Source: an optimization exercise on an open RTL-to-GDS flow (aim: small area, a short achievable clock period and few clock cycles per item). Production flows keep margins and buffers that such runs may drop.
The RTL was checked by simulation tests, not by an equivalence proof against the original design.

<file path="flow/constraint.sdc">
create_clock -name core_clock -period 12.0 [get_ports {clk_i}]
set_input_delay 2.4000 -clock core_clock [delete_from_list [all_inputs] [get_ports {clk_i}]]
set_output_delay 2.4000 -clock core_clock [all_outputs]
set_load 0.01 [all_outputs]
</file>
<file path="flow/design.v">
package ebpc_pkg;
  localparam logic [5-1:0] ALL_ONES = 5'b00000;
  localparam logic [5-1:0] DBXZ_DBPNZ = 5'b00001;
  localparam logic [5-1:0] TWO_ONES_PREFIX = 5'b00010;
  localparam logic [5-1:0] SINGLE_ONE_PREFIX = 5'b00011;
  parameter int unsigned   LOG_MAX_WORDS = 24;
  parameter int unsigned   LOG_MAX_ZRLE_LEN = 4;
  parameter int unsigned   MAX_ZRLE_LEN = 2**LOG_MAX_ZRLE_LEN;
  parameter int unsigned   LOG_DATA_W = 3;  
  parameter int unsigned   DATA_W = 2**LOG_DATA_W;
  parameter int unsigned   BLOCK_SIZE = 8;
  parameter int unsigned   MAX_SYMB_LEN = BLOCK_SIZE > 3+$clog2(DATA_W) ? (BLOCK_SIZE > 5+$clog2(BLOCK_SIZE) ? BLOCK_SIZE : 5+$clog2(BLOCK_SIZE)): (3+$clog2(DATA_W)> 5+$clog2(BLOCK_SIZE)? 3+$clog2(DATA_W) : 5+$clog2(BLOCK_SIZE));
  typedef enum             {
                            TWO,
                            THREE_PLUS_LOGM,
                            FIVE,
                            FIVE_PLUS_LOGN,
                            N
                            } symb_len_t;
  typedef struct packed {
    logic [0:DATA_W] [BLOCK_SIZE-2:0] dbp;
    logic [DATA_W-1:0]                base;
  } dbp_block_t;
  typedef struct packed {
    logic [MAX_SYMB_LEN-1:0] symb;
    symb_len_t            len;
    logic                 zero;
  } encoding_t;
endpackage  
import ebpc_pkg::*;
module ebpc_decoder
  (
   input logic                     clk_i,
   input logic                     rst_ni,
   input logic [DATA_W-1:0]        bpc_i,
   input logic                     bpc_last_i,
   input logic                     bpc_vld_i,
   output logic                    bpc_rdy_o,
   input logic [DATA_W-1:0]        znz_i,
   input logic                     znz_last_i,
   input logic                     znz_vld_i,
   output logic                    znz_rdy_o,
   input logic [LOG_MAX_WORDS-1:0] num_words_i,
   input logic                     num_words_vld_i,
   output logic                    num_words_rdy_o,
   output logic [DATA_W-1:0]       data_o,
   output logic                    last_o,
   output logic                    vld_o,
   input logic                     rdy_i
   );
  logic [23:0] cnt_q;
  logic        act_q, fin_q, nxt_q;
  logic [7:0]  z0_q, z1_q;
  logic        zv0_q, zv1_q;
  logic        zl0_q, zl1_q;
  logic [7:0]  zp_q;
  logic [3:0]  zc_q;
  logic        zrun_q;         
  logic        fv0_q, fv1_q, fn0_q, fn1_q, fe0_q, fe1_q;
  logic [7:0]  od0_q;
  logic        ov0_q, ol0_q;
  logic [7:0]  b0_q, b1_q, b2_q;
  logic        bv0_q, bv1_q, bv2_q;
  logic        bl0_q, bl1_q, bl2_q;
  logic [7:0]  bp_q;
  logic        inbase_q;       
  logic [3:0]  k_q;            
  logic [6:0]  pl_q [8];       
  logic [7:0]  base_q;
  logic        dfull_q;        
  logic [7:0]  acc_q;
  logic [7:0]  row_q [7];
  logic [7:0]  om_q;           
  logic        ov_q;
  logic        adv, odone, ld_out;
  function automatic logic [7:0] window8(input logic [7:0] s0, input logic [7:0] s1,
                                         input logic [7:0] p);
    logic [15:0] c;
    c = {s0, s1};
    window8 = '0;
    for (int j = 0; j < 8; j++)
      for (int i = 0; i < 8; i++)
        window8[7-j] = window8[7-j] | (p[i] & c[15-i-j]);
  endfunction
  logic [7:0]  zwin;
  logic        zbit, zrun, zsym_ok, zadv;
  logic [3:0]  zcnt;
  assign zwin    = window8(z0_q, z1_q, zp_q);
  assign zbit    = zwin[7];
  assign zcnt    = zwin[6:3];
  assign zrun    = zrun_q;
  assign zsym_ok = zv0_q && (zv1_q || zl0_q || (|zp_q[3:0]) || zbit);
  assign zadv    = act_q && !fv1_q && (zrun || zsym_ok);
  logic nwr_q;
  assign num_words_rdy_o = nwr_q;
  logic nw_take;
  assign nw_take = num_words_vld_i && nwr_q;
  always_ff @(posedge clk_i or negedge rst_ni) begin
    if (!rst_ni) begin
      act_q  <= 1'b0;
      fin_q  <= 1'b0;
      nxt_q  <= 1'b0;
    end else begin
      logic a, f, n;
      {a, f, n} = {act_q, fin_q, nxt_q};
      if (!act_q) begin
        if (nw_take) begin
          f = (num_words_i == '0);
          a = 1'b1;
        end
      end else if (!fin_q) begin
        if (zadv)
          f = (cnt_q == 24'd1);
      end else begin
        if (zadv) begin
          if (nxt_q) begin
            f = (cnt_q == '0);
            n = 1'b0;
          end else if (nw_take)
            f = (num_words_i == '0);
          else begin
            a = 1'b0;
            f = 1'b0;
          end
        end else if (nw_take)
          n = 1'b1;
      end
      {act_q, fin_q, nxt_q} <= {a, f, n};
    end
  end
  always_ff @(posedge clk_i) begin
    logic a, f, n;
    {a, f, n} = {act_q, fin_q, nxt_q};
    if (!act_q) begin
      if (nw_take) begin
        f = (num_words_i == '0);
        a = 1'b1;
      end
    end else if (!fin_q) begin
      if (zadv)
        f = (cnt_q == 24'd1);
    end else begin
      if (zadv) begin
        if (nxt_q) begin
          f = (cnt_q == '0);
          n = 1'b0;
        end else if (nw_take)
          f = (num_words_i == '0);
        else begin
          a = 1'b0;
          f = 1'b0;
        end
      end else if (nw_take)
        n = 1'b1;
    end
    nwr_q <= !a || (f && !n);
  end
  always_ff @(posedge clk_i) begin
    if (nw_take)
      cnt_q <= num_words_i;
    else if (zadv && !fin_q)
      cnt_q <= cnt_q - 24'd1;
  end
  logic [7:0] zpn;
  logic [1:0] znpop;
  always_comb begin
    logic wrap, rest, drop;
    zpn  = zp_q;
    wrap = 1'b0;
    rest = !zp_q[0];
    if (zadv && !zrun) begin
      if (zbit) begin
        zpn  = {zp_q[6:0], zp_q[7]};
        wrap = zp_q[7];
        rest = !zp_q[7];
      end else begin
        zpn  = {zp_q[2:0], zp_q[7:3]};
        wrap = |zp_q[7:3];
        rest = !zp_q[3];
      end
    end
    drop = zadv && fin_q && rest;
    znpop = {wrap && drop, wrap ^ drop};
    if (zadv && fin_q)
      zpn = 8'd1;
  end
  logic zrdy_q;
  assign znz_rdy_o = zrdy_q;
  always_ff @(posedge clk_i) begin
    logic v0a, v1a;
    v0a = (znpop == 2'd0) ? zv0_q : (znpop == 2'd1) ? zv1_q : 1'b0;
    v1a = (znpop == 2'd0) ? zv1_q : 1'b0;
    zrdy_q <= !(v1a || (ztake && v0a));
  end
  logic ztake;
  assign ztake = znz_vld_i && zrdy_q;
  always_ff @(posedge clk_i or negedge rst_ni) begin
    if (!rst_ni) begin
      {zv0_q, zv1_q} <= '0;
      {zl0_q, zl1_q} <= '0;
      zp_q <= 8'd1;
      zc_q <= '0;
      zrun_q <= 1'b0;
    end else begin
      logic v0, v1, l0, l1;
      {v0, v1} = {zv0_q, zv1_q};
      {l0, l1} = {zl0_q, zl1_q};
      if (znpop == 2'd1) begin
        {v0, v1} = {zv1_q, 1'b0};
        {l0, l1} = {zl1_q, 1'b0};
      end else if (znpop == 2'd2) begin
        {v0, v1} = 2'b00;
        {l0, l1} = 2'b00;
      end
      if (ztake) begin
        if (!v0) begin
          v0 = 1'b1; l0 = znz_last_i;
        end else begin
          v1 = 1'b1; l1 = znz_last_i;
        end
      end
      {zv0_q, zv1_q} <= {v0, v1};
      {zl0_q, zl1_q} <= {l0, l1};
      zp_q <= zpn;
      if (zadv) begin
        if (fin_q) begin
          zc_q   <= '0;
          zrun_q <= 1'b0;
        end else if (zrun) begin
          zc_q   <= zc_q - 4'd1;
          zrun_q <= (zc_q != 4'd1);
        end else if (!zbit) begin
          zc_q   <= zcnt;
          zrun_q <= (zcnt != 4'd0);
        end
      end
    end
  end
  always_ff @(posedge clk_i) begin
    logic v0;
    v0 = zv0_q;
    if (znpop == 2'd1) begin
      z0_q <= z1_q;
      v0 = zv1_q;
    end else if (znpop == 2'd2)
      v0 = 1'b0;
    if (ztake) begin
      if (!v0) z0_q <= znz_i;
      else     z1_q <= znz_i;
    end
  end
  logic emit, emit_nz, blk_end;
  assign emit    = fv0_q && (!fn0_q || ov_q) && (!ov0_q || rdy_i);
  assign emit_nz = emit && fn0_q;
  assign blk_end = emit && fe0_q;
  assign data_o = od0_q;
  assign last_o = ol0_q;
  assign vld_o  = ov0_q;
  always_ff @(posedge clk_i or negedge rst_ni) begin
    if (!rst_ni) begin
      {fv0_q, fv1_q} <= '0;
      ov0_q <= 1'b0;
    end else begin
      logic v0, v1;
      {v0, v1} = {fv0_q, fv1_q};
      if (emit)
        {v0, v1} = {fv1_q, 1'b0};
      if (zadv) begin
        if (!v0) v0 = 1'b1;
        else     v1 = 1'b1;
      end
      {fv0_q, fv1_q} <= {v0, v1};
      if (emit)
        ov0_q <= 1'b1;
      else if (rdy_i)
        ov0_q <= 1'b0;
    end
  end
  always_ff @(posedge clk_i) begin
    logic v0;
    v0 = fv0_q;
    if (emit) begin
      {fn0_q, fe0_q} <= {fn1_q, fe1_q};
      v0 = fv1_q;
    end
    if (zadv) begin
      if (!v0) {fn0_q, fe0_q} <= {!zrun && zbit, fin_q};
      else     {fn1_q, fe1_q} <= {!zrun && zbit, fin_q};
    end
    if (emit)
      {ol0_q, od0_q} <= {fe0_q, fn0_q ? acc_q : 8'd0};
  end
  logic [7:0]  win;
  assign win = window8(b0_q, b1_q, bp_q);
  logic c_raw, c_zero, c_run, c_ones, c_dbp, c_two, c_one;
  assign c_raw  = win[7];
  assign c_zero = win[7:6] == 2'b01;
  assign c_run  = win[7:5] == 3'b001;
  assign c_ones = win[7:3] == 5'b00000;
  assign c_dbp  = win[7:3] == 5'b00001;
  assign c_two  = win[7:3] == 5'b00010;
  assign c_one  = win[7:3] == 5'b00011;
  logic l2, l5, l6, l8;    
  assign l2 = c_zero;
  assign l5 = c_ones || c_dbp;
  assign l6 = c_run;
  assign l8 = c_raw || c_two || c_one;
  logic [6:0] sdbx;        
  always_comb begin
    sdbx = '0;
    if (c_raw)  sdbx = win[6:0];
    if (c_ones) sdbx = 7'h7f;
    if (c_two)  sdbx = 7'b1100000 >> win[2:0];
    if (c_one)  sdbx = 7'b1000000 >> win[2:0];
  end
  logic bfit;
  assign bfit = bv0_q && (bv1_q || bl0_q);
  logic       base_ok, bdrop;
  logic [7:0] bbase;
  assign bdrop   = !bp_q[0] && bl0_q;
  assign base_ok = bv1_q || (bv0_q && bp_q[0]);
  assign bbase   = bdrop ? b1_q : win;
  logic       go, d_base, d_sym, d_end;
  logic [6:0] newpl;
  logic [3:0] kn;          
  assign go     = !dfull_q || !ov_q;
  assign d_base = go && inbase_q && base_ok;
  assign d_sym  = go && !inbase_q && bfit;
  logic [6:0] prev;
  assign prev   = (k_q == 4'd0) ? 7'd0 : pl_q[7];
  assign newpl  = c_dbp ? 7'd0 : (sdbx ^ prev);
  assign kn     = k_q + (c_run ? {1'b0, win[4:2]} + 4'd2 : 4'd1);
  assign d_end  = d_sym && (k_q == 4'd8 || kn == 4'd9);
  logic [7:0] bpn;
  logic [1:0] bnpop;
  always_comb begin
    logic wrap;
    bpn  = bp_q;
    wrap = 1'b0;
    if (l2) begin
      bpn  = {bp_q[5:0], bp_q[7:6]};
      wrap = |bp_q[7:6];
    end
    if (l5) begin
      bpn  = {bp_q[2:0], bp_q[7:3]};
      wrap = |bp_q[7:3];
    end
    if (l6) begin
      bpn  = {bp_q[1:0], bp_q[7:2]};
      wrap = |bp_q[7:2];
    end
    if (l8)
      wrap = 1'b1;
    bnpop = 2'd0;
    if (d_sym)
      bnpop = {1'b0, wrap};
    else begin
      bpn = bp_q;
      if (d_base) begin
        bnpop = bdrop ? 2'd2 : 2'd1;
        if (bdrop)
          bpn = 8'd1;
      end
    end
  end
  logic brdy_q;
  assign bpc_rdy_o = brdy_q;
  always_ff @(posedge clk_i) begin
    logic v0a, v1a, v2a;
    v0a = (bnpop == 2'd0) ? bv0_q : (bnpop == 2'd1) ? bv1_q : bv2_q;
    v1a = (bnpop == 2'd0) ? bv1_q : (bnpop == 2'd1) ? bv2_q : 1'b0;
    v2a = (bnpop == 2'd0) ? bv2_q : 1'b0;
    brdy_q <= !(v2a || (btake && v0a && v1a));
  end
  logic btake;
  assign btake = bpc_vld_i && brdy_q;
  always_ff @(posedge clk_i or negedge rst_ni) begin
    if (!rst_ni) begin
      {bv0_q, bv1_q, bv2_q} <= '0;
      {bl0_q, bl1_q, bl2_q} <= '0;
      bp_q     <= 8'd1;
      inbase_q <= 1'b1;
      dfull_q  <= 1'b0;
    end else begin
      logic v0, v1, v2, l0, l1, l2;
      {v0, v1, v2} = {bv0_q, bv1_q, bv2_q};
      {l0, l1, l2} = {bl0_q, bl1_q, bl2_q};
      if (bnpop == 2'd1) begin
        {v0, v1, v2} = {bv1_q, bv2_q, 1'b0};
        {l0, l1, l2} = {bl1_q, bl2_q, 1'b0};
      end else if (bnpop == 2'd2) begin
        {v0, v1, v2} = {bv2_q, 1'b0, 1'b0};
        {l0, l1, l2} = {bl2_q, 1'b0, 1'b0};
      end
      if (btake) begin
        if (!v0) begin
          v0 = 1'b1; l0 = bpc_last_i;
        end else if (!v1) begin
          v1 = 1'b1; l1 = bpc_last_i;
        end else begin
          v2 = 1'b1; l2 = bpc_last_i;
        end
      end
      {bv0_q, bv1_q, bv2_q} <= {v0, v1, v2};
      {bl0_q, bl1_q, bl2_q} <= {l0, l1, l2};
      bp_q <= bpn;
      if (d_base)
        inbase_q <= 1'b0;
      if (d_end) begin
        inbase_q <= 1'b1;
        dfull_q  <= 1'b1;
      end else if (ld_out)
        dfull_q  <= 1'b0;
    end
  end
  always_ff @(posedge clk_i) begin
    logic [7:0] s0, s1, s2;
    logic       v0, v1;
    {s0, s1, s2} = {b0_q, b1_q, b2_q};
    {v0, v1} = {bv0_q, bv1_q};
    if (bnpop == 2'd1) begin
      {s0, s1} = {b1_q, b2_q};
      {v0, v1} = {bv1_q, bv2_q};
    end else if (bnpop == 2'd2) begin
      s0 = b2_q;
      {v0, v1} = {bv2_q, 1'b0};
    end
    if (btake) begin
      if (!v0)      s0 = bpc_i;
      else if (!v1) s1 = bpc_i;
      else          s2 = bpc_i;
    end
    {b0_q, b1_q, b2_q} <= {s0, s1, s2};
    if (d_base) begin
      base_q <= bbase;
      k_q    <= 4'd0;
    end
    if (d_sym) begin
      k_q  <= kn;
    end
    for (int i = 0; i < 8; i++)
      if (d_sym && k_q <= 4'(i))
        pl_q[i] <= newpl;
  end
  assign adv    = emit_nz;
  assign odone  = (adv && (om_q[7] || fe0_q)) || (blk_end && ov_q && !om_q[0]);
  assign ld_out = dfull_q && (!ov_q || odone);
  always_ff @(posedge clk_i or negedge rst_ni) begin
    if (!rst_ni)
      ov_q <= 1'b0;
    else if (ld_out)
      ov_q <= 1'b1;
    else if (odone)
      ov_q <= 1'b0;
  end
  logic [7:0] dsel;
  always_comb begin
    dsel = '0;
    for (int j = 0; j < 7; j++)
      dsel = dsel | ({8{om_q[j]}} & row_q[j]);
  end
  always_ff @(posedge clk_i) begin
    if (ld_out || odone)
      om_q <= 8'd1;
    else if (adv)
      om_q <= {om_q[6:0], 1'b0};
    if (ld_out) begin
      acc_q <= base_q;
      for (int j = 0; j < 7; j++)
        for (int b = 0; b < 8; b++)
          row_q[j][b] <= pl_q[b][6-j];
    end else if (adv)
      acc_q <= acc_q + dsel;
  end
endmodule  
</file>
<file path="flow/flow/run.sh">
#!/bin/bash
# Standard ORFS layout with timing repair aiming for extra setup slack and
# plain buffers on the ports (the clock period and constraints are unchanged).
set -euo pipefail
bash standard.sh SETUP_SLACK_MARGIN=8.3 'BUFFER_PORTS_ARGS=-buffer_cell sky130_fd_sc_hd__buf_2' finish > standard_flow.log 2>&1
</file>
<file path="flow/config.mk">
export PLATFORM = sky130hd
export DESIGN_NAME = ebpc_decoder
export DESIGN_NICKNAME = ebpc_decoder
export VERILOG_FILES = /design/flow/design.v
export SDC_FILE = /design/flow/constraint.sdc
export NUM_CORES = 4
export LEC_CHECK = 0
export CAP_MARGIN = 20
export CORE_MARGIN = 2
export CORE_UTILIZATION = 40
export CTS_CLUSTER_DIAMETER = 120
export CTS_CLUSTER_SIZE = 25
export PLACE_DENSITY = 0.6
export SLEW_MARGIN = 20
</file>
<file path="flow/standard.sh">
#!/bin/bash
# synth_recipe.tcl (not shown) runs the flow's synth.tcl, then flattens the netlist and writes it again
# the make line also repeats each setting of config.mk as NAME=value (left out here)
make -C /OpenROAD-flow-scripts/flow DESIGN_CONFIG=/design/flow/config.mk WORK_HOME=/design/flow/orfs CLKGATE_MAP_FILE= SYNTH_SCRIPT=/design/flow/synth_recipe.tcl "${@:-finish}"
</file>
==> summary.md, run 1 <==
| Metric | Value |
|---|---|
| CTS Buf Count | 14 |
| Met3 Use GR | 1.96% |
| Tcrit/Tclk final | 29.7% |
| TNS Setup | 0 ps |
| Most Used Layer, Global Route | met2 |
| Synth warn | 3 |
| Worst clock skew | 27.6 ps |
| Grt ovf | 0 |
| Hold path depth | 0 |
| Commonest cells after routing, fill and taps aside | edfxtp_1 (183), nand2_1 (120), a22oi_1 (62) |
| Hold Startpoint | pl_q[1][0] |
| Final Max Tran Viols | 0 |
| Critical Path Sink Type | register |
| Syn Area/Cell | 11.7 um^2 |
| Total track usage | 16.6% |
| Remaining DRCs | 0 |
| Largest delay share family, worst path | simple AND/OR/NAND/NOR gates |
| Sequential area share after synthesis | 59.4% |
| Max H-tree Level | 1 |
| Prevailing post-synth register cell | edfxtp_1 |
| Wire length per cell | 18.1 um |
| N_diodes | 0 |
| Detail Route Antenna Nets | 0 |
| Mapped Area | 0.0122 mm^2 |
| Hold_buf cts | 0 |
| Top Ports | 61 |
| Crit Path Category | in2reg |
| Total Wirelength | 26.5 mm |
| Fmax achieved | 281 MHz |
| FF-to-FF path depth | 9 |
| Max incr delay on CP | 250 ps |
| Port Buffers | 60 |
| Area delta synth->final | 9.61% |
| Layout cells sized above 1 | 15.3% |
| First-pass GRT wire length | 41.9 mm |
| Via count | 8110 |
| Initial DRC Count | 799 |
| Synth Register Bits | 260 |
| Most common cell after layout, fill and taps aside | edfxtp_1 |
| Die width | 179 um |
| Slew headroom | 37.1% |
| GP Congestion | 0.876 |
| Vias in the first global route | 7766 |
| Clock tree sinks | 260 |
| Slowest CP cell | nand2b_4 |
| Reg2reg start | bp_q[6] |
| Worst Hold Path EP | row_q[6][1] |
| Met1 Track Usage GR | 23.5% |
| Final Hold Fails | 0 |
| Fin Hold WS | 416 ps |
| Final net count | 1139 |
| Via density | 5.54 |
| Startpoint class of the critical path | input port |
| Initial antenna violation count | 0 |
| Pin count of the biggest net entering global routing | 63 |
| DIE AREA | 0.0319 mm^2 |
| Core ar. | 0.0298 mm^2 |
| Clk buf depth | 3 |
| Final Critical Period | 3560 ps |
| Count of maximum capacitance violations | 0 |
| Hold Crit Class | reg2reg |
| Reg-to-Reg End | pl_q[1][4] |
| Post-Synthesis Cells | 1041 |
| Critical Path RT | 12230 ps |
| Status | finished clean |
| RSZ-0062 raised after global routing | true |
| Std-Cell Rows | 63 |
| FILL cells | 2767 |
| CP Cell Sequence | buf_2, nand2b_4, nand3_4, a21oi_2, nor2b_1, nand2b_4, clkinvlp_4, buf_8, nand2_1, o21ai_1 |
| Post-synth ARST share | 15.4% |
| Buf+Inv Stages, Crit Path | 3 |
| DRT Pass-1 Iters | 5 |
| Worst path most repeated cell | nand2b_4 |
| Initial core utilization | 40.9% |
| CP arrival | 3790 ps |
| Number of synthesized flops with an enable pin | 183 |
| Worst-path clk slew | 100 ps |
| Met2 Use GR | 27.2% |
| HPWL after DPL | 18.0 mm |
| Mapped Nets | 1115 |
| CP max FO | 62 |
| Clk root buf | clkbuf_16 |
| Flop2flop setup slack | 8510 ps |
| Final setup fails | 0 |
| CTS tree | built |
| Cell variety after synth | 76 |
| Die Y-Extent | 179 um |
| Worst-Margin Slew | 943 ps |
| Worst-Skew Late Latency | 500 ps |
-- through the flow --
stage	worst slack, ps	cell area, um^2	instances	utilization, %
finish	8440	13400	1463	44.8
detailed placement	7660	12800	1436	42.9
global placement	7750	12800	1435	42.9
CTS	8310	13300	1462	44.6
global route	8260	13400	1463	44.8
floorplan	7740	12200	1041	-
-- sequential cells by signal (all words and copies together) (netlist names), 4 cells and up --
signal and cells:
od0_q 8, zp_q 8, z1_q 8, z0_q 8
acc_q 8, base_q 8, b1_q 8, row_q 56
b0_q 8, zc_q 4, b2_q 8, pl_q 56
om_q 8, cnt_q 24, k_q 4, bp_q 8
-- worst register-to-register path, stage by stage, from the launching register on --
cell and delay, ps:
dfrtp_1 590, a22oi_1 250, and4_1 330, inv_1 120, ha_2 260, or2_2 360
o31ai_1 540, o22ai_1 240, xnor2_1 180, nor2_2 370
-- worst max-delay path by stage --
stage	from	to	slack [ps]	cells past startpoint
after global placement	rdy_i	acc_q[7]	7750	9
after detailed placement	zp_q[2]	z1_q[1]	7660	10
after floorplan	rdy_i	acc_q[6]	7740	8
after CTS	zrun_q	z0_q[7]	8310	12
after global routing	zrun_q	z0_q[7]	8260	12
final	rdy_i	acc_q[6]	8440	10
-- layout make-up --
cell class                      instances  area [um^2]  share of cell area (%)
Inverter                               25          101                   0.759
Clock inverter                          2         33.8                   0.253
Tap cell                              390          488                    3.65
Clock buffer                           22          402                    3.01
Sequential cell                       260         7240                    54.2
Multi-Input combinational cell        695         4700                    35.2
Timing Repair Buffer                   69          389                    2.91
-- Yosys cell counts (all sizes together), types with 24 or more instances --
master,number,area [um^2]
edfxtp,183,5500
nand2,123,467
o21ai,69,345
nor2,68,265
a22oi,66,516
a21oi,60,312
clkbuf,42,158
dfrtp,37,926
dfxtp,37,741
mux2i,36,360
mux2,26,323
nand3,26,140
xnor2,26,228
inv,25,93.8
ha,24,300
-- what timing repair did --
action | in CTS | in global routing
pin swaps | 2 | 1
setup endpoints to repair | 119 | 103
gates resized for setup | 8 | 16
buffers inserted | 2 | 1
-- metal layers --
layer	vias to the layer above	routed length (um)
met5	-	0
met4	0	403
met3	26	1180
met2	219	12500
met1	3948	12400
li1	3917	-
-- cells by family (layout without fill, tap and decap cells) --
group	Yosys count	after routing	share of synthesized area, %
fa+ha+maj	26	26	2.79
compound gates	255	255	13.8
mux	62	62	5.61
flops	260	260	59.4
simple gates	314	314	12.7
xor+xnor	38	38	2.73
buf+inv	86	118	2.95
Testbench counts, summed over its fixed seeds: cycles 29,214, words 28,155.
==> run 2, diff against run 1 <==
==> flow/flow/run.sh (replaced) <==
#!/bin/bash
# Standard ORFS layout with timing repair aiming for extra setup slack and
# plain buffers on the ports (the clock period and constraints are unchanged).
set -euo pipefail
bash standard.sh SETUP_SLACK_MARGIN=8.55 'BUFFER_PORTS_ARGS=-buffer_cell sky130_fd_sc_hd__buf_2' finish > standard_flow.log 2>&1
==> run 2 against run 1 <==
- cell count increased by 1.5%
- setup slack improved by 69 ps
- fmax increased by 2.0%
- highest routed layer unchanged
- synthesized cell count unchanged
==> summary.md, run 2 <==
| Metric | Value |
|---|---|
| Fmax achieved | 286 MHz (was 281 MHz) |
| Slowest CP cell | edfxtp_1 (was nand2b_4) |
| Reg-to-Reg End | b1_q[1] (was pl_q[1][4]) |
| Final Max Tran Viols | 0 (unchanged) |
| Hold Startpoint | pl_q[3][1] (was pl_q[1][0]) |
| Number of synthesized flops with an enable pin | 183 (unchanged) |
| Layout cells sized above 1 | 18.9% (was 15.3%) |
| Remaining DRCs | 0 (unchanged) |
| Std-Cell Rows | 63 (unchanged) |
| Core ar. | 0.0298 mm^2 (unchanged) |
| RSZ-0062 raised after global routing | true (unchanged) |
| Via density | 5.53 (was 5.54) |
| Vias in the first global route | 7768 (was 7766) |
| CP arrival | 1090 ps (was 3790 ps) |
| Final net count | 1161 (was 1139) |
| Total Wirelength | 26.5 mm (about the same) |
| Critical Path RT | 9600 ps (was 12230 ps) |
| Max incr delay on CP | 450 ps (was 250 ps) |
| Max H-tree Level | 1 (unchanged) |
| TNS Setup | 0 ps (unchanged) |
| Sequential area share after synthesis | 59.4% (unchanged) |
| Final Critical Period | 3490 ps (was 3560 ps) |
| First-pass GRT wire length | 41.8 mm (was 41.9 mm) |
| Stages on worst setup path | 1 (was 10) |
| Top cells by count, synth | edfxtp_1 (183), nand2_1 (121), nor2_1 (66) (unchanged) |
| Regs by FF count | pl_q: 56 flops, row_q: 56 flops, cnt_q: 24 flops (unchanged) |
| Pre-CTS setup slack | 7660 ps (about the same) |
| Detail Route Antenna Nets | 0 (unchanged) |
| DRT Pass-1 Iters | 7 (was 5) |
| Final core utilization | 45.8% (was 44.8%) |
| Top cell type's share of synthesized area | 45.1% (unchanged) |
| Top-count cell post-synth | edfxtp_1 (unchanged) |
| Post-Synthesis Cells | 1041 (unchanged) |
| Worst-Margin Slew | 982 ps (was 943 ps) |
| Final WS setup | 8510 ps (was 8440 ps) |
| Initial antenna violation count | 0 (unchanged) |
| Top Ports | 61 (unchanged) |
| DIE AREA | 0.0319 mm^2 (unchanged) |
| DP Area | 0.0128 mm^2 (about the same) |
| Tcrit/Tclk final | 29.1% (was 29.7%) |
| Most common cell after layout, fill and taps aside | edfxtp_1 (unchanged) |
| Wire length per cell | 17.8 um (was 18.1 um) |
| Initial DRC Count | 835 (was 799) |
| Area delta synth->final | 12.0% (was 9.61%) |
| Post-synth ARST share | 15.4% (unchanged) |
| FF-to-FF path depth | 14 (was 9) |
| CP max FO | 1 (was 62) |
| Startpoint class of the critical path | register (was input port) |
| Synth area leaders | edfxtp_1 (45%), dfrtp_1 (7.6%), dfxtp_1 (6.1%) (unchanged) |
| Crit Path Category | reg2out (was in2reg) |
| Final setup fails | 0 (unchanged) |
| Clock tree sinks | 260 (unchanged) |
| Critical Path Sink Type | output pin (was register) |
| CTS Buf Count | 14 (unchanged) |
| Count of maximum capacitance violations | 0 (unchanged) |
| Final Hold Fails | 0 (unchanged) |
| Pin count of the biggest net entering global routing | 63 (unchanged) |
| Largest delay share family, worst path | flip-flops (was simple AND/OR/NAND/NOR gates) |
| Mapped Nets | 1115 (unchanged) |
| Mapped Area | 0.0122 mm^2 (unchanged) |
| GP Congestion | 0.867 (was 0.876) |
| Die Y-Extent | 179 um (unchanged) |
| Clk root buf | clkbuf_16 (unchanged) |
| Die width | 179 um (unchanged) |
| Worst-Skew Late Latency | 500 ps (about the same) |
| Hold path depth | 0 (unchanged) |
| Flop2flop setup slack | 8690 ps (was 8510 ps) |
| Worst clock skew | 21.3 ps (was 27.6 ps) |
| HPWL after DPL | 17.7 mm (was 18.0 mm) |
| Initial core utilization | 40.9% (unchanged) |
| Worst Hold Path EP | row_q[5][3] (was row_q[6][1]) |
| Reg2reg start | bp_q[6] (unchanged) |
| Cell variety after synth | 76 (unchanged) |
| Clk buf depth | 3 (unchanged) |
| Cell area after layout | 0.0136 mm^2 (was 0.0134 mm^2) |
| CTS tree | built (unchanged) |
| Area leader, netlist | edfxtp_1 (unchanged) |
| Synth Register Bits | 260 (unchanged) |
| Worst-path clk slew | 100 ps (about the same) |
| Port Buffers | 60 (unchanged) |
| Synth warn | 3 (unchanged) |
| Grt ovf | 0 (unchanged) |
| Prevailing post-synth register cell | edfxtp_1 (unchanged) |
| Commonest cells after routing, fill and taps aside | edfxtp_1 (183), nand2_1 (119), a22oi_1 (62) (was edfxtp_1 (183), nand2_1 (120), a22oi_1 (62)) |
| Via count | 8215 (was 8110) |
| Status | finished clean (unchanged) |
| Buf+Inv Stages, Crit Path | 1 (was 3) |
| Total track usage | 16.5% (was 16.6%) |
| Hold Crit Class | reg2reg (unchanged) |
| CP Cell Sequence | buf_6 (was buf_2, nand2b_4, nand3_4, a21oi_2, nor2b_1, nand2b_4, clkinvlp_4, buf_8, nand2_1, o21ai_1) |
| N_diodes | 0 (unchanged) |
| Syn Area/Cell | 11.7 um^2 (unchanged) |
| Slew headroom | 34.2% (was 37.1%) |
==> run 2: cell counts after synthesis <==
No cell type changed its count.
==> run 2: area by class of cell <==
class	count	area, um^2
multi-input combinational	695	4790
inverter	25	101
clock buffer	23	405
timing repair buffer	91	587
fill	2761	16100
sequential	260	7260
tap	390	488
clock inverter	1	16.3
==> run 2: how the worst max path moves through the flow <==
stage / startpoint / end / slack, ps
5_1_grt: od0_q[5] / data_o[5] / 8470
6_report: od0_q[5] / data_o[5] / 8510
3_3_place_gp: rdy_i / acc_q[7] / 7780
4_1_cts: od0_q[5] / data_o[5] / 8470
2_1_floorplan: rdy_i / acc_q[6] / 7740
3_5_place_dp: zp_q[2] / zl1_q / 7660
==> run 2: cell families after synthesis <==
family | after synthesis | synth area share [%]
AO/OA/AOI/OAI | 255 | 13.8
AND/OR/NAND/NOR | 314 | 12.7
buffers and inverters | 86 | 2.95
XOR/XNOR | 38 | 2.73
multiplexers | 62 | 5.61
flip-flops | 260 | 59.4
adder cells (fa/ha/maj) | 26 | 2.79
==> run 2: routing by layer <==
layer | share of wire (%) | global-route usage (%)
met1 | 46 | 23.6
met2 | 47 | 26.6
met3 | 5.5 | 2.13
met4 | 1.7 | 4.13
met5 | 0 | 0
==> run 2: what timing repair did <==
action | CTS | global route
setup buffers | 5 | 18
endpoints found under the setup margin | 172 | 172
gates resized for setup | 28 | 29
pin swaps | 2 | 2
gates cloned | 0 | 1
hold buffers | 0 | 0
==> run 2: per-stage QoR <==
step | instances | hold WS (ps)
floorplan | 1041 | 400
CTS | 1465 | 421
global route | 1485 | 432
global placement | 1436 | 400
detailed placement | 1436 | 405
finish | 1485 | 422
==> run 3, diff against run 2 <==
==> flow/run.sh (new file) <==
#!/bin/bash
# synth_recipe.tcl (not shown) runs the flow's synth.tcl, then flattens the netlist and writes it again
# the make line also repeats each setting of config.mk as NAME=value (left out here)
make -C /OpenROAD-flow-scripts/flow DESIGN_CONFIG=/design/flow/config.mk WORK_HOME=/design/flow/orfs CLKGATE_MAP_FILE= SYNTH_SCRIPT=/design/flow/synth_recipe.tcl finish
removed: flow/flow/run.sh
removed: flow/standard.sh
==> run 3 against run 2 <==
- still clean
- sequential share of layout area grew 0.51 points
- clock skew increased by 1.4 ps
- via count decreased by 2.2%
- sequential cell count stayed put
- global-route usage increased by 0.13 points
- die area is the same
- cell count decreased by 1.8%
- critical endpoint is now acc_q[7]
==> summary.md, run 3 <==
| Metric | Value |
|---|---|
| Max H-tree Level | 1 (unchanged) |
| Count of maximum capacitance violations | 0 (unchanged) |
| Area leader, netlist | edfxtp_1 (unchanged) |
| Initial antenna violation count | 0 (unchanged) |
| Cell area after layout | 0.0135 mm^2 (was 0.0136 mm^2) |
| DIE AREA | 0.0319 mm^2 (unchanged) |
| Initial core utilization | 40.9% (unchanged) |
| DP Area | 0.0131 mm^2 (was 0.0128 mm^2) |
| DRT Pass-1 Iters | 6 (was 7) |
| Top-count cell post-synth | edfxtp_1 (unchanged) |
| Clock tree sinks | 260 (unchanged) |
| Grt ovf | 0 (unchanged) |
| Final net count | 1135 (was 1161) |
| CTS Buf Count | 14 (unchanged) |
| Via count | 8033 (was 8215) |
| Die width | 179 um (unchanged) |
| Worst-path clk slew | 100 ps (about the same) |
| Remaining DRCs | 0 (unchanged) |
| Via density | 5.51 (was 5.53) |
| Number of synthesized flops with an enable pin | 183 (unchanged) |
| Port Buffers | 60 (unchanged) |
| CP max FO | 62 (was 1) |
| Slowest CP cell | buf_4 (was edfxtp_1) |
| First-pass GRT wire length | 42.0 mm (was 41.8 mm) |
| Synth warn | 3 (unchanged) |
| Worst-Margin Slew | 964 ps (was 982 ps) |
| # resized after CTS | 0 (was 28) |
| Top cells by count, synth | edfxtp_1 (183), nand2_1 (121), nor2_1 (66) (unchanged) |
| Fmax achieved | 219 MHz (was 286 MHz) |
| Most common cell after layout, fill and taps aside | edfxtp_1 (unchanged) |
| Worst clock skew | 22.7 ps (was 21.3 ps) |
| GP Congestion | 0.855 (was 0.867) |
| Syn Area/Cell | 11.7 um^2 (unchanged) |
| Vias in the first global route | 7789 (was 7768) |
| Cell variety after synth | 76 (unchanged) |
| Post-Synthesis Cells | 1041 (unchanged) |
| Prevailing post-synth register cell | edfxtp_1 (unchanged) |
| Max incr delay on CP | 590 ps (was 450 ps) |
| Final core utilization | 45.2% (was 45.8%) |
| Crit Path Category | in2reg (was reg2out) |
| Critical Path RT | 12220 ps (was 9600 ps) |
| Top Ports | 61 (unchanged) |
| HPWL after DPL | 17.8 mm (was 17.7 mm) |
| Slew headroom | 35.4% (was 34.2%) |
| Wire length per cell | 18.0 um (was 17.8 um) |
| Die Y-Extent | 179 um (unchanged) |
| Sequential area share after synthesis | 59.4% (unchanged) |
| Worst path most repeated cell | nand2b_1 |
| Std-Cell Rows | 63 (unchanged) |
| CTS tree | built (unchanged) |
| Core ar. | 0.0298 mm^2 (unchanged) |
| Critical Path Sink Type | register (was output pin) |
| Final setup fails | 0 (unchanged) |
| Detail Route Antenna Nets | 0 (unchanged) |
| Status | finished clean (unchanged) |
| Total track usage | 16.6% (was 16.5%) |
| Top cell type's share of synthesized area | 45.1% (unchanged) |
| Setup repair bufs after CTS | 0 (was 5) |
| Synth Register Bits | 260 (unchanged) |
| RSZ-0062 raised after global routing | false (was true) |
| TNS Setup | 0 ps (unchanged) |
| Worst-Skew Late Latency | 500 ps (about the same) |
| Tcrit/Tclk final | 38.0% (was 29.1%) |
| CP Cell Sequence | clkdlybuf4s50_1, nand2b_1, nand3_1, a21oi_1, nor2b_1, nand2b_1, inv_2, buf_4, o21ai_0 (was buf_6) |
| Commonest cells after routing, fill and taps aside | edfxtp_1 (183), nand2_1 (121), nor2_1 (66) (was edfxtp_1 (183), nand2_1 (119), a22oi_1 (62)) |
| Mapped Nets | 1115 (unchanged) |
| Clk root buf | clkbuf_16 (unchanged) |
| Hold_buf cts | 0 (unchanged) |
| Layout cells sized above 1 | 7.67% (was 18.9%) |
| Post-synth ARST share | 15.4% (unchanged) |
| Fin Hold WS | 421 ps (was 422 ps) |
| Mapped Area | 0.0122 mm^2 (unchanged) |
| Pin count of the biggest net entering global routing | 63 (unchanged) |
| Synth area leaders | edfxtp_1 (45%), dfrtp_1 (7.6%), dfxtp_1 (6.1%) (unchanged) |
| Startpoint class of the critical path | input port (was register) |
| FILL cells | 2782 (was 2761) |
| Clk buf depth | 3 (unchanged) |
| Area delta synth->final | 10.6% (was 12.0%) |
| Regs by FF count | pl_q: 56 flops, row_q: 56 flops, cnt_q: 24 flops (unchanged) |
| Total Wirelength | 26.3 mm (was 26.5 mm) |
| CP arrival | 4780 ps (was 1090 ps) |
| Final Critical Period | 4560 ps (was 3490 ps) |
| Hold Crit Class | reg2reg (unchanged) |
| Final Hold Fails | 0 (unchanged) |
| Final Max Tran Viols | 0 (unchanged) |
| N_diodes | 0 (unchanged) |
| Initial DRC Count | 773 (was 835) |
[run 3: cell types whose count changed in the layout (fill, tap and decap cells not counted), sizes merged]
cell | before | now
clkbuf | 25 | 22
buf | 89 | 6
clkinvlp | 2 | 0
clkdlybuf4s50 | 0 | 59
inv | 24 | 27
[run 3: worst paths after layout]
check | start | endpoint | slack, ps | cells after the start
max | rdy_i | acc_q[7] | 7440 | 9
min | pl_q[4][4] | row_q[2][4] | 420 | 0
max reg2reg | zp_q[3] | z0_q[5] | 7480 | 12
min reg2reg | pl_q[4][4] | row_q[2][4] | 420 | 0
max in group asynchronous | rst_ni | zp_q[0] | 9740 | 1
min in group asynchronous | rst_ni | bl1_q | 1860 | 1
[run 3: critical path: cells and delay by family]
kind                   cells  cell delay (ps)
AO/OA/AOI/OAI              2              390
buffers and inverters      3             1190
AND/OR/NAND/NOR            4              770
[run 3: through the flow]
step / std cells / worst slack, ps
2_1_floorplan: 1041 / 7220
3_3_place_gp: 1435 / 6990
3_5_place_dp: 1435 / 6930
4_1_cts: 1459 / 7450
5_1_grt: 1459 / 6980
6_report: 1459 / 7440
[run 3: kinds of logic (layout without fill, tap and decap cells)]
kind of cell | count (synthesis) | count (layout) | synth area share, %
adder cells (fa/ha/maj) | 26 | 26 | 2.79
multiplexers | 62 | 62 | 5.61
AO/OA/AOI/OAI | 255 | 255 | 13.8
buffers and inverters | 86 | 114 | 2.95
AND/OR/NAND/NOR | 314 | 314 | 12.7
flip-flops | 260 | 260 | 59.4
XOR/XNOR | 38 | 38 | 2.73
[run 3: routing by layer]
metal	routed length, um	GRT usage (%)	share of wire (%)
met1	12600	24.0	48
met2	12100	27.1	46
met3	1220	1.81	4.7
met4	377	3.52	1.4
met5	0	0	0
[run 3: layout make-up]
class | instances | area [um^2] | area share [%]
sequential | 260 | 7240 | 53.7
multi-input combinational | 695 | 4600 | 34.1
timing repair buffer | 65 | 636 | 4.72
tap | 390 | 488 | 3.62
clock buffer | 22 | 402 | 2.98
inverter | 25 | 93.8 | 0.696
clock inverter | 2 | 17.5 | 0.130
==> run 4, diff against run 3 <==
--- a/flow/design.v
+++ b/flow/design.v
@@ -409,5 +409,5 @@
       if (d_end) begin
         inbase_q <= 1'b1;
-        dfull_q  <= 1'b1;
+        dfull_q  <= !ld_out;
       end else if (ld_out)
         dfull_q  <= 1'b0;
@@ -445,5 +445,7 @@
   assign adv    = emit_nz;
   assign odone  = (adv && (om_q[7] || fe0_q)) || (blk_end && ov_q && !om_q[0]);
-  assign ld_out = dfull_q && (!ov_q || odone);
+  logic d_top;
+  assign d_top  = d_sym && (k_q == 4'd8);
+  assign ld_out = (dfull_q || d_top) && (!ov_q || odone);
   always_ff @(posedge clk_i or negedge rst_ni) begin
     if (!rst_ni)
==> flow/flow/run.sh (new file) <==
#!/bin/bash
# Standard ORFS layout with timing repair aiming for extra setup slack and
# plain buffers on the ports (the clock period and constraints are unchanged).
set -euo pipefail
bash standard.sh SETUP_SLACK_MARGIN=8.4 'BUFFER_PORTS_ARGS=-buffer_cell sky130_fd_sc_hd__buf_2' finish > standard_flow.log 2>&1
==> flow/standard.sh (new file) <==
#!/bin/bash
# synth_recipe.tcl (not shown) runs the flow's synth.tcl, then flattens the netlist and writes it again
# the make line also repeats each setting of config.mk as NAME=value (left out here)
make -C /OpenROAD-flow-scripts/flow DESIGN_CONFIG=/design/flow/config.mk WORK_HOME=/design/flow/orfs CLKGATE_MAP_FILE= SYNTH_SCRIPT=/design/flow/synth_recipe.tcl "${@:-finish}"
removed: flow/run.sh
==> run 4 against run 3 <==
- still clean on timing, DRC and antenna
- count of clock-buffer cells in the layout rose by 1
- routed wire length rose by 3.7%
- design area rose by 0.93%
- synthesized cell count rose by 2.2%
- clock skew rose by 3.6 ps
- critical endpoint is now row_q[2][2]
- largest cell class unchanged
- highest routed layer unchanged
==> summary.md, run 4 <==
| Metric | Value |
|---|---|
| Status | finished clean (unchanged) |
| Crit Path Category | in2reg (unchanged) |
| Remaining DRCs | 0 (unchanged) |
| Initial antenna violation count | 0 (unchanged) |
| CTS tree | built (unchanged) |
| Count of maximum capacitance violations | 0 (unchanged) |
| Prevailing post-synth register cell | edfxtp_1 (unchanged) |
| GP Congestion | 0.861 (was 0.855) |
| Worst-path clk slew | 90 ps (was 100 ps) |
| CTS Buf Count | 14 (unchanged) |
| Max incr delay on CP | 330 ps (was 590 ps) |
| Std-Cell Rows | 64 (was 63) |
| Sequential area share after synthesis | 58.7% (was 59.4%) |
| Port Buffers | 60 (unchanged) |
| Core ar. | 0.0305 mm^2 (was 0.0298 mm^2) |
| Met3 Use GR | 2.01% (was 1.81%) |
| Syn Area/Cell | 11.6 um^2 (was 11.7 um^2) |
| Post-Synthesis Cells | 1064 (was 1041) |
| Hold_buf cts | 0 (unchanged) |
| Fmax achieved | 281 MHz (was 219 MHz) |
| Hold Crit Class | reg2reg (unchanged) |
| Regs by FF count | pl_q: 56 flops, row_q: 56 flops, cnt_q: 24 flops (unchanged) |
| Final setup fails | 0 (unchanged) |
| Critical Path Sink Type | register (unchanged) |
| CP Cell Sequence | buf_2, nand2b_1, nand3_2, o21ai_2, o21ai_4, inv_6 (was clkdlybuf4s50_1, nand2b_1, nand3_1, a21oi_1, nor2b_1, nand2b_1, inv_2, buf_4, o21ai_0) |
| Met1 Track Usage GR | 23.6% (was 24.0%) |
| Clock tree sinks | 260 (unchanged) |
| Final Critical Period | 3560 ps (was 4560 ps) |
| Cell variety after synth | 73 (was 76) |
| Post-synth ARST share | 15.4% (unchanged) |
| Initial DRC Count | 813 (was 773) |
| Mapped Nets | 1138 (was 1115) |
| Final Hold Fails | 0 (unchanged) |
| Die width | 180 um (was 179 um) |
| Via density | 5.59 (was 5.51) |
| Top cells by count, synth | edfxtp_1 (183), nand2_1 (142), nor2_1 (68) (was edfxtp_1 (183), nand2_1 (121), nor2_1 (66)) |
| Clk buf depth | 3 (unchanged) |
| Area leader, netlist | edfxtp_1 (unchanged) |
| Detail Route Antenna Nets | 0 (unchanged) |
| Wire length per cell | 18.2 um (was 18.0 um) |
| Buf+Inv Stages, Crit Path | 2 (was 3) |
| Top Ports | 61 (unchanged) |
| Via count | 8373 (was 8033) |
| DRT Pass-1 Iters | 5 (was 6) |
| Most Used Layer, Global Route | met2 (unchanged) |
| Total Wirelength | 27.3 mm (was 26.3 mm) |
| Initial core utilization | 40.5% (was 40.9%) |
| Area delta synth->final | 10.2% (was 10.6%) |
| Critical Path RT | 12170 ps (was 12220 ps) |
| Tcrit/Tclk final | 29.7% (was 38.0%) |
| RSZ-0062 raised after global routing | true (was false) |
| Max H-tree Level | 1 (unchanged) |
| Worst-Skew Late Latency | 490 ps (was 500 ps) |
| Most common cell after layout, fill and taps aside | edfxtp_1 (unchanged) |
| Total track usage | 16.3% (was 16.6%) |
| Synth warn | 3 (unchanged) |
| Largest delay share family, worst path | compound AO/OA/AOI/OAI gates (was buffers and inverters) |
| HPWL after DPL | 18.4 mm (was 17.8 mm) |
| Startpoint class of the critical path | input port (unchanged) |
| Number of synthesized flops with an enable pin | 183 (unchanged) |
| Top-count cell post-synth | edfxtp_1 (unchanged) |
| Grt ovf | 0 (unchanged) |
| Slew headroom | 32.9% (was 35.4%) |
| CP arrival | 3720 ps (was 4780 ps) |
| Worst-Margin Slew | 1010 ps (was 964 ps) |
| Commonest cells after routing, fill and taps aside | edfxtp_1 (183), nand2_1 (140), a22oi_1 (65), nor2_1 (65), buf_2 (60) (was edfxtp_1 (183), nand2_1 (121), nor2_1 (66)) |
| First-pass GRT wire length | 43.4 mm (was 42.0 mm) |
| DIE AREA | 0.0323 mm^2 (was 0.0319 mm^2) |
| Clk root buf | clkbuf_16 (unchanged) |
| Synth area leaders | edfxtp_1 (45%), dfrtp_1 (7.5%), dfxtp_1 (6.0%) (was edfxtp_1 (45%), dfrtp_1 (7.6%), dfxtp_1 (6.1%)) |
| Pin count of the biggest net entering global routing | 64 (was 63) |
| Mapped Area | 0.0123 mm^2 (was 0.0122 mm^2) |
| Layout cells sized above 1 | 16.3% (was 7.67%) |
| CP max FO | 31 (was 62) |
| Worst clock skew | 26.3 ps (was 22.7 ps) |
| Die Y-Extent | 180 um (was 179 um) |
| Vias in the first global route | 7992 (was 7789) |
| Synth Register Bits | 260 (unchanged) |
| Met2 Use GR | 26.3% (was 27.1%) |
| N_diodes | 0 (unchanged) |
| TNS Setup | 0 ps (unchanged) |
| Slowest CP cell | inv_6 (was buf_4) |
| Final net count | 1167 (was 1135) |
| Top cell type's share of synthesized area | 44.5% (was 45.1%) |
| Final Max Tran Viols | 0 (unchanged) |
==> run 4: cell types whose count changed after synthesis, sizes merged, moves of 6 or more <==
cell / before / now
o21ai: 69 / 62
nand2: 123 / 142
clkbuf: 42 / 48
mux2i: 36 / 27
mux2: 26 / 40
==> run 4: worst reg2reg max path, stage by stage, from the launching register on <==
cell and delay [ps]:
dfstp_4 540, a22oi_1 260, nand4_1 310, buf_4 250
or3_1 380, a2111oi_4 440, or2_4 230, mux2_2 390
nor2_4 260
==> run 4: final cells by class <==
type | count | area (um^2)
Tap cell | 396 | 495
Inverter | 27 | 118
Clock buffer | 23 | 405
Fill cell | 2835 | 16900
Timing Repair inverter | 2 | 17.5
Sequential cell | 260 | 7250
Timing Repair Buffer | 73 | 410
Multi-Input combinational cell | 715 | 4890
Clock inverter | 1 | 16.3
==> run 4: stage by stage <==
step	setup slack, ps	util (%)	hold slack [ps]	instance area (um^2)	instances
floorplan	8410	-	400	12400	1064
global placement	7600	42.4	400	12900	1462
detailed placement	7330	42.4	405	12900	1462
CTS	8370	44.1	425	13400	1487
global route	8340	44.6	432	13600	1497
finish	8440	44.6	427	13600	1497
==> run 4: per-layer routing <==
layer	share of wire [%]	vias to the layer above	routed length, um
met5	0	-	0
met4	1.4	0	376
met3	5.2	31	1410
met2	47	259	12700
met1	47	4051	12700
li1	-	4032	-
==> run 4: path summary, 6_finish.rpt <==
check                           start           to  slack, ps  depth (start not counted)
setup / recovery                rdy_i  row_q[2][2]       8440                          6
hold / removal             pl_q[2][3]  row_q[3][2]        430                          0
setup reg to reg              bp_q[0]      b2_q[7]       8600                          8
hold reg to reg            pl_q[2][3]  row_q[3][2]        430                          0
max in group asynchronous      rst_ni      bp_q[6]       9240                          1
min in group asynchronous      rst_ni        bv2_q       2060                          1
==> run 4: kinds of logic (layout without fill, tap and decap cells) <==
| family | after synthesis | after routing | synth area share (%) |
|---|---|---|---|
| flops | 260 | 260 | 58.7 |
| simple gates | 331 | 331 | 12.8 |
| compound gates | 257 | 257 | 14.0 |
| buf+inv | 89 | 126 | 2.97 |
| fa+ha+maj | 26 | 26 | 2.76 |
| xor+xnor | 34 | 34 | 2.41 |
| mux | 67 | 67 | 6.42 |
==> run 4: what timing repair did <==
action,4_1_cts,5_1_grt
pin swaps,1,3
setup endpoints to repair,74,118
gates cloned,0,2
buffers inserted,1,8
resized for setup,16,20
Testbench counts of run 4, summed over its fixed seeds: cycles 29,134, words 28,155.
==> run 5, diff against run 4 <==
--- a/flow/design.v
+++ b/flow/design.v
@@ -328,5 +328,5 @@
   assign d_sym  = go && !inbase_q && bfit;
   logic [6:0] prev;
-  assign prev   = (k_q == 4'd0) ? 7'd0 : pl_q[7];
+  assign prev   = pl_q[7];
   assign newpl  = c_dbp ? 7'd0 : (sdbx ^ prev);
   assign kn     = k_q + (c_run ? {1'b0, win[4:2]} + 4'd2 : 4'd1);
@@ -440,12 +440,10 @@
     end
     for (int i = 0; i < 8; i++)
-      if (d_sym && k_q <= 4'(i))
-        pl_q[i] <= newpl;
+      if (d_base || (d_sym && k_q <= 4'(i)))
+        pl_q[i] <= d_base ? 7'd0 : newpl;
   end
   assign adv    = emit_nz;
   assign odone  = (adv && (om_q[7] || fe0_q)) || (blk_end && ov_q && !om_q[0]);
-  logic d_top;
-  assign d_top  = d_sym && (k_q == 4'd8);
-  assign ld_out = (dfull_q || d_top) && (!ov_q || odone);
+  assign ld_out = (dfull_q || d_end) && (!ov_q || odone);
   always_ff @(posedge clk_i or negedge rst_ni) begin
     if (!rst_ni)
==> run 5 against run 4 <==
- via count increased by 4.1%
- critical path type is now reg2reg
- fmax decreased by 1.5%
- worst hold slack got worse by 6.2 ps
- critical endpoint is now acc_q[2]
- routed wire length increased by 5.6%
- setup slack got worse by 55 ps
- still clean
- cell count increased by 0.33%
- count of clock-buffer cells in the layout unchanged
==> summary.md, run 5 <==
| Metric | Value |
|---|---|
| Detail Route Antenna Nets | 0 (unchanged) |
| Clk buf depth | 3 (unchanged) |
| CTS tree | built (unchanged) |
| Worst-path clk slew | 100 ps (was 90 ps) |
| HPWL after DPL | 18.9 mm (was 18.4 mm) |
| DIE AREA | 0.0324 mm^2 (was 0.0323 mm^2) |
| Initial DRC Count | 864 (was 813) |
| Synth warn | 3 (unchanged) |
| Worst clock skew | 21.3 ps (was 26.3 ps) |
| Dpl cells | 1431 (was 1462) |
| Layout cells sized above 1 | 22.7% (was 16.3%) |
| Top-count cell post-synth | edfxtp_1 (unchanged) |
| Initial antenna violation count | 0 (unchanged) |
| Final Hold Fails | 0 (unchanged) |
| Wire length per cell | 19.2 um (was 18.2 um) |
| Most common cell after layout, fill and taps aside | edfxtp_1 (unchanged) |
| Count of maximum capacitance violations | 0 (unchanged) |
| Port Buffers | 60 (unchanged) |
| DRT Pass-1 Iters | 8 (was 5) |
| GP Congestion | 0.845 (was 0.861) |
| Sequential area share after synthesis | 58.4% (was 58.7%) |
| Final Max Tran Viols | 0 (unchanged) |
| Cell area after layout | 0.0142 mm^2 (was 0.0136 mm^2) |
| Synth area leaders | edfxtp_1 (44%), dfrtp_1 (7.5%), dfxtp_1 (6.0%) (was edfxtp_1 (45%), dfrtp_1 (7.5%), dfxtp_1 (6.0%)) |
| Clk root buf | clkbuf_16 (unchanged) |
| CTS Buf Count | 14 (unchanged) |
| Top cells by count, synth | edfxtp_1 (183), nor2_1 (68), a22oi_1 (65), nand2_1 (65), o21ai_0 (57) (was edfxtp_1 (183), nand2_1 (142), nor2_1 (68)) |
| Remaining DRCs | 0 (unchanged) |
| RSZ-0062 raised after global routing | true (unchanged) |
| Crit Path Category | reg2reg (was in2reg) |
| Mapped Nets | 1105 (was 1138) |
| Hold Crit Class | reg2reg (unchanged) |
| Worst-Margin Slew | 896 ps (was 1010 ps) |
| Grt ovf | 0 (unchanged) |
| Critical Path Sink Type | register (unchanged) |
| Die Y-Extent | 180 um (about the same) |
| Std-Cell Rows | 64 (unchanged) |
| Max H-tree Level | 1 (unchanged) |
| First-pass GRT wire length | 46.2 mm (was 43.4 mm) |
| Total track usage | 17.4% (was 16.3%) |
| N_diodes | 0 (unchanged) |
| Synth Register Bits | 260 (unchanged) |
| Clock tree sinks | 260 (unchanged) |
| Die width | 180 um (about the same) |
| Regs by FF count | pl_q: 56 flops, row_q: 56 flops, cnt_q: 24 flops (unchanged) |
| Final Critical Period | 3610 ps (was 3560 ps) |
| Slew headroom | 39.5% (was 32.9%) |
| Post-Synthesis Cells | 1031 (was 1064) |
| Via count | 8714 (was 8373) |
| TNS Setup | 0 ps (unchanged) |
| Area leader, netlist | edfxtp_1 (unchanged) |
| Tcrit/Tclk final | 30.1% (was 29.7%) |
| Via density | 5.80 (was 5.59) |
| Syn Area/Cell | 12.0 um^2 (was 11.6 um^2) |
| Total Wirelength | 28.8 mm (was 27.3 mm) |
| Top Ports | 61 (unchanged) |
| Top cell type's share of synthesized area | 44.3% (was 44.5%) |
| Startpoint class of the critical path | register (was input port) |
| CP arrival | 3870 ps (was 3720 ps) |
| DP Area | 0.0130 mm^2 (was 0.0129 mm^2) |
| Worst-Skew Late Latency | 500 ps (was 490 ps) |
| Critical Path RT | 12260 ps (was 12170 ps) |
| Area delta synth->final | 14.7% (was 10.2%) |
| Cell variety after synth | 80 (was 73) |
| Mapped Area | 0.0124 mm^2 (was 0.0123 mm^2) |
| Prevailing post-synth register cell | edfxtp_1 (unchanged) |
| Pin count of the biggest net entering global routing | 42 (was 64) |
| Fin cells | 1502 (was 1497) |
| Number of synthesized flops with an enable pin | 183 (unchanged) |
| Initial core utilization | 40.6% (was 40.5%) |
| CP max FO | 6 (was 31) |
| Post-synth ARST share | 15.4% (unchanged) |
| Fin Hold WS | 420 ps (was 427 ps) |
| Core ar. | 0.0306 mm^2 (was 0.0305 mm^2) |
| Vias in the first global route | 8271 (was 7992) |
| Fmax achieved | 277 MHz (was 281 MHz) |
| Final net count | 1172 (was 1167) |
| Status | finished clean (unchanged) |
| Commonest cells after routing, fill and taps aside | edfxtp_1 (183), nand2_1 (63), nor2_1 (63) (was edfxtp_1 (183), nand2_1 (140), a22oi_1 (65), nor2_1 (65), buf_2 (60)) |
| Final setup fails | 0 (unchanged) |
## run 5: changes by cell type after synthesis, moves of 7 or more
cell and delta:
o2111ai_1 +8, o211ai_1 +7, a21oi_1 -14, mux2_2 +27, nor2b_1 +7, or3_1 +7
nand2_1 -77, mux2_4 -18
## run 5: worst paths after layout
| path | to | slack, ps | start | depth (start not counted) |
|---|---|---|---|---|
| hold / removal | row_q[4][0] | 420 | pl_q[0][2] | 0 |
| hold reg to reg | row_q[4][0] | 420 | pl_q[0][2] | 0 |
| setup reg to reg | acc_q[2] | 8390 | bp_q[5] | 12 |
| setup / recovery | acc_q[2] | 8390 | bp_q[5] | 12 |
| min in group asynchronous | bp_q[3] | 1880 | rst_ni | 1 |
| max in group asynchronous | bp_q[2] | 9700 | rst_ni | 1 |
## run 5: area by class of cell
cell class                 count  area (um^2)
clock inverter                 1         16.3
sequential                   260         7250
clock buffer                  23          405
multi-input combinational    681         5090
timing repair buffer         113          865
inverter                      28          105
tap                          396          495
fill                        2804        16400
## run 5: timing repair
item                                    4_1_cts  5_1_grt
buffers inserted                             34        9
resized for setup                            49       29
endpoints found under the setup margin      174      141
hold buffers                                  0        0
gates cloned                                  3        1
hold endpoints to repair                      0        0
pin swaps                                    14       12
## run 5: logic make-up after synthesis
logic type	synth area share (%)
DFF	58.4
buffers and inverters	2.97
muxes	7.20
AOI/OAI and AO/OA	15.5
xor gates and xnor gates	2.12
adders and majority gates	2.74
and+or+nand+nor	11.1
## run 5: worst max-delay path: stages (launching register included)
cell,delay [ps]
dfrtp_2,480
a22o_1,240
or4_4,580
and3_1,240
ha_4,320
nand3_2,120
and3_4,210
nor4b_4,250
mux2i_4,120
a21oi_4,210
buf_12,150
buf_12,110
mux2_2,320
## run 5: metal layers
layer | up-vias | wire, um | GRT usage [%]
met4 | 0 | 541 | 4.32
li1 | 4109 | - | -
met3 | 46 | 1450 | 2.28
met2 | 267 | 13600 | 28.4
met5 | - | 0 | 0
met1 | 4292 | 13200 | 24.8
## run 5: through the flow
stage               setup slack, ps  util [%]
global route                   8230      46.5
floorplan                      7960         -
finish                         8390      46.5
CTS                            8360      45.8
global placement               7210      42.6
detailed placement             7030      42.6
Testbench counts of run 5, summed over its fixed seeds: cycles 28,934, words 28,155.

## port drivers added, routing unchanged
No port has a modelled driver above. Below, the same layouts with a new extraction and two added sets of constraints.
Step 1 (the two cells are an assumption about what drives the block):
set clk [get_ports {clk_i}]
set_driving_cell -lib_cell sky130_fd_sc_hd__clkbuf_16 $clk
set_driving_cell -lib_cell sky130_fd_sc_hd__buf_2 [delete_from_list [all_inputs] $clk]
Step 2 moves the port delays by t, midway between the first and last clock arrival at a register: inputs arrive t later, outputs are due t later. That takes back most of the time a late clock gives input paths.
Slacks: ideal / step 1 / step 2; pairs: ideal / step 1.
| run | shift t [ns] | setup WS [ns] | pins driven straight from the clock port |
|---|---|---|---|
| run 1 | 0.534 | 8.441 / 8.442 / 7.933 | 1 |
| run 2 | 0.530 | 8.510 / 8.463 / 8.140 | 1 |
| run 3 | 0.530 | 7.444 / 7.461 / 6.931 | 1 |
| run 4 | 0.525 | 8.441 / 8.430 / 7.943 | 1 |
| run 5 | 0.540 | 8.386 / 8.386 / 7.962 | 1 |
After both steps setup and hold are still met in every run listed. The setup slack of run 3, which loses most, moves by +0.017 ns with the drivers and by -0.513 ns with both steps.
